From an optimization exercise on the open Yosys and OpenROAD flow, aimed at small area; shortcuts taken in it are not production practice.
Function was checked by simulation only, so behaviour that the tests miss may differ from the original.
Power figures rest on the tool's default switching activity, not on a simulated workload.

Design toplevel, start of the top module:
module toplevel(
    input clock,
    input reset,
    output led_sclk,
    output [6:1] led_l_sin,
    output [6:1] led_r_sin,
    input led_xerr,
    output led_mode,
    output led_blank,
    output led_xlat,
    output led_gsclk,
    output cpld_p8,
    output status_yellow,
    output status_orange,
    output status_red,
    output cpld_p2
  );
export LEC_CHECK = 0
export CAP_MARGIN = 20
export CORE_MARGIN = 2
export CORE_UTILIZATION = 25
export GPL_TIMING_DRIVEN = 0
export SLEW_MARGIN = 20
export SYNTH_MEMORY_MAX_BITS = 65536
create_clock -name core_clock -period 10.0 [get_ports {clock}]
standard.sh (not shown) runs the stock make flow with config.mk's settings and CLKGATE_MAP_FILE= SYNTH_SCRIPT=/design/flow/synth_recipe.tcl, a recipe that flattens the netlist after the stock synthesis.
==> flow/flow/run.sh <==
#!/bin/bash
# Own layout flow: the standard flow, except that synthesis maps the logic
# with an area-only ABC script and without ORFS's adder extraction.
# Each tool's output goes to a log file of its own in the work folder.
set -euo pipefail
W=$(pwd)
R=$W/orfs/results/$FLOW_PLATFORM/toplevel/base

bash standard.sh synth > log_1_standard_synth.txt 2>&1
cp "$R/1_2_yosys.v" std_1_2_yosys.v

# 2. Own synthesis: same scripts and registers, own ABC mapping.
rm -f "$R/1_2_yosys.v" "$R/1_2_yosys.sdc" "$R/1_synth.odb" "$R/1_synth.sdc"
bash standard.sh SYNTH_SCRIPT="$W/flow/own_synth.tcl" ADDER_MAP_FILE= synth > log_2_own_synth.txt 2>&1

# The registers (instance name and cell type) must be those of the standard
# synthesis; if not, fall back to the standard netlist.
regs() { grep -E '^\s*sky130_fd_sc_hd__(df|dl|sdf|edf)[a-z0-9_]*\s' "$1" | awk '{print $1, $2}' | sort; }
if ! diff <(regs std_1_2_yosys.v) <(regs "$R/1_2_yosys.v") > log_3_regs_diff.txt 2>&1; then
  echo "register mismatch: using the standard synthesis" >> log_3_regs_diff.txt
  rm -f "$R/1_2_yosys.v" "$R/1_2_yosys.sdc" "$R/1_synth.odb" "$R/1_synth.sdc"
  bash standard.sh synth > log_2b_standard_synth_again.txt 2>&1
fi

# 3. The rest of the standard flow, from floorplan to the final layout.
# Ports are buffered as in the standard flow, with the smallest buffer.
bash standard.sh BUFFER_PORTS_ARGS="-buffer_cell sky130_fd_sc_hd__buf_1" finish > log_4_standard_finish.txt 2>&1
==> flow/flow/own.abc <==
strash
&get -n
&dch
&nf -R 1000 -p -F 8 -A 4
&put
topo
==> flow/flow/own_synth.tcl <==
# The standard synthesis (synth_recipe.tcl on ORFS's synth.tcl) with one change:
# the final technology mapping runs ABC with an area-only script (own.abc)
# instead of ORFS's. run.sh also turns off ORFS's adder extraction
# (ADDER_MAP_FILE=). Registers are made exactly as in the standard synthesis.
set own_abc_script [file join [file dirname [file normalize [info script]]] own.abc]
proc synth {args} { yosys synth -nofsm -noshare {*}$args }
proc abc {args} {
  set i [lsearch -exact $args -script]
  if { $i >= 0 } {
    set args [lreplace $args [expr { $i + 1 }] [expr { $i + 1 }] $::own_abc_script]
  }
  puts "own abc: $args"
  yosys abc {*}$args
}
source $::env(SCRIPTS_DIR)/synth.tcl
# left out here: clear keep_hierarchy, flatten, clean up, hide names made inside functions, write 1_2_yosys.v
The starting point completed without violations.
Change:
--- a/flow/flow/run.sh
+++ b/flow/flow/run.sh
@@ -24,4 +24,3 @@
 
 # 3. The rest of the standard flow, from floorplan to the final layout.
-# Ports are buffered as in the standard flow, with the smallest buffer.
-bash standard.sh BUFFER_PORTS_ARGS="-buffer_cell sky130_fd_sc_hd__buf_1" finish > log_4_standard_finish.txt 2>&1
+bash standard.sh > log_4_standard_finish.txt 2>&1
Settings changed: GPL_TIMING_DRIVEN 0 to default.
Outcome: Sequential share of layout area came out lower by 0.22 points. Count of clock-buffer cells in the layout came out lower by 1. Via count came out higher by 2.3%. Core utilization came out higher by 0.36 points. Setup slack is better by 63 ps. Total power came out higher by 4.6%. Sequential power came out lower by about 5%. Die area stays the same.
Change:
--- a/flow/flow/run.sh
+++ b/flow/flow/run.sh
@@ -24,3 +24,6 @@
 
 # 3. The rest of the standard flow, from floorplan to the final layout.
-bash standard.sh > log_4_standard_finish.txt 2>&1
+# Ports are buffered as in the standard flow, with the smallest buffer, and
+# repair may not use the largest buffers (buf_8, buf_12, buf_16) on top of
+# the platform's own dont-use list.
+bash standard.sh BUFFER_PORTS_ARGS="-buffer_cell sky130_fd_sc_hd__buf_1" DONT_USE_CELLS="sky130_fd_sc_hd__probe_p_8 sky130_fd_sc_hd__probec_p_8 sky130_fd_sc_hd__lpflow_bleeder_1 sky130_fd_sc_hd__lpflow_clkbufkapwr_1 sky130_fd_sc_hd__lpflow_clkbufkapwr_16 sky130_fd_sc_hd__lpflow_clkbufkapwr_2 sky130_fd_sc_hd__lpflow_clkbufkapwr_4 sky130_fd_sc_hd__lpflow_clkbufkapwr_8 sky130_fd_sc_hd__lpflow_clkinvkapwr_1 sky130_fd_sc_hd__lpflow_clkinvkapwr_16 sky130_fd_sc_hd__lpflow_clkinvkapwr_2 sky130_fd_sc_hd__lpflow_clkinvkapwr_4 sky130_fd_sc_hd__lpflow_clkinvkapwr_8 sky130_fd_sc_hd__lpflow_decapkapwr_12 sky130_fd_sc_hd__lpflow_decapkapwr_3 sky130_fd_sc_hd__lpflow_decapkapwr_4 sky130_fd_sc_hd__lpflow_decapkapwr_6 sky130_fd_sc_hd__lpflow_decapkapwr_8 sky130_fd_sc_hd__lpflow_inputiso0n_1 sky130_fd_sc_hd__lpflow_inputiso0p_1 sky130_fd_sc_hd__lpflow_inputiso1n_1 sky130_fd_sc_hd__lpflow_inputiso1p_1 sky130_fd_sc_hd__lpflow_inputisolatch_1 sky130_fd_sc_hd__lpflow_isobufsrc_1 sky130_fd_sc_hd__lpflow_isobufsrc_16 sky130_fd_sc_hd__lpflow_isobufsrc_2 sky130_fd_sc_hd__lpflow_isobufsrc_4 sky130_fd_sc_hd__lpflow_isobufsrc_8 sky130_fd_sc_hd__lpflow_isobufsrckapwr_16 sky130_fd_sc_hd__lpflow_lsbuf_lh_hl_isowell_tap_1 sky130_fd_sc_hd__lpflow_lsbuf_lh_hl_isowell_tap_2 sky130_fd_sc_hd__lpflow_lsbuf_lh_hl_isowell_tap_4 sky130_fd_sc_hd__lpflow_lsbuf_lh_isowell_4 sky130_fd_sc_hd__lpflow_lsbuf_lh_isowell_tap_1 sky130_fd_sc_hd__lpflow_lsbuf_lh_isowell_tap_2 sky130_fd_sc_hd__lpflow_lsbuf_lh_isowell_tap_4 sky130_fd_sc_hd__buf_8 sky130_fd_sc_hd__buf_12 sky130_fd_sc_hd__buf_16" finish > log_4_standard_finish.txt 2>&1
Settings changed: CTS_BUF_LIST from default to sky130_fd_sc_hd__clkbuf_8, GPL_TIMING_DRIVEN from default to 1.
Outcome: The new run completed without violations. Final cell count barely changes. Die area stays the same. Non-clock buffer count grows by 3. Total power shrinks by a few percent. Register-to-register slack is better by 220 ps. Sequential cell count is unchanged. Cell area shrinks by a few percent.
Change:
Settings changed: GPL_TIMING_DRIVEN 1 to 0.
Maximum frequency shrinks by 4.5%.
Sequential power grows by about 4%.
Cell count shrinks by 1.2%.
Non-clock buffer count shrinks by 10.
Clock skew shrinks by 7.6 ps.

## port drivers added, routing unchanged
In the flow no input, the clock included, has a driving cell. The finished layouts below were timed again as built, in two steps.
Step 1 sets driving cells, clkbuf_16 on the clock port and buf_2 on the other inputs (assumed; they add their load-dependent delay and slew).
Step 2 adds t to the input delays and takes it off the output delays; t is the mean of the earliest and latest rising clock arrival at the registers after step 1. Input paths then give back, and output paths get back, about the clock's delay inside the block.
Slacks: ideal / step 1 / step 2; pairs: ideal / step 1.
run	t (ns)	setup WS [ns]	hold slack, ns	worst slew at a driven data input, ns
the first run	0.280	2.985 / 2.956 / 3.237	0.486 / 0.486 / 0.486	0.03
the second run	0.282	3.048 / 3.022 / 3.305	0.489 / 0.489 / 0.489	0.03
the third run	0.289	3.097 / 3.076 / 3.365	0.491 / 0.491 / 0.491	0.03
the fourth run	0.285	2.774 / 2.750 / 3.035	0.496 / 0.496 / 0.496	0.03
After both steps setup and hold are still met in every run listed.
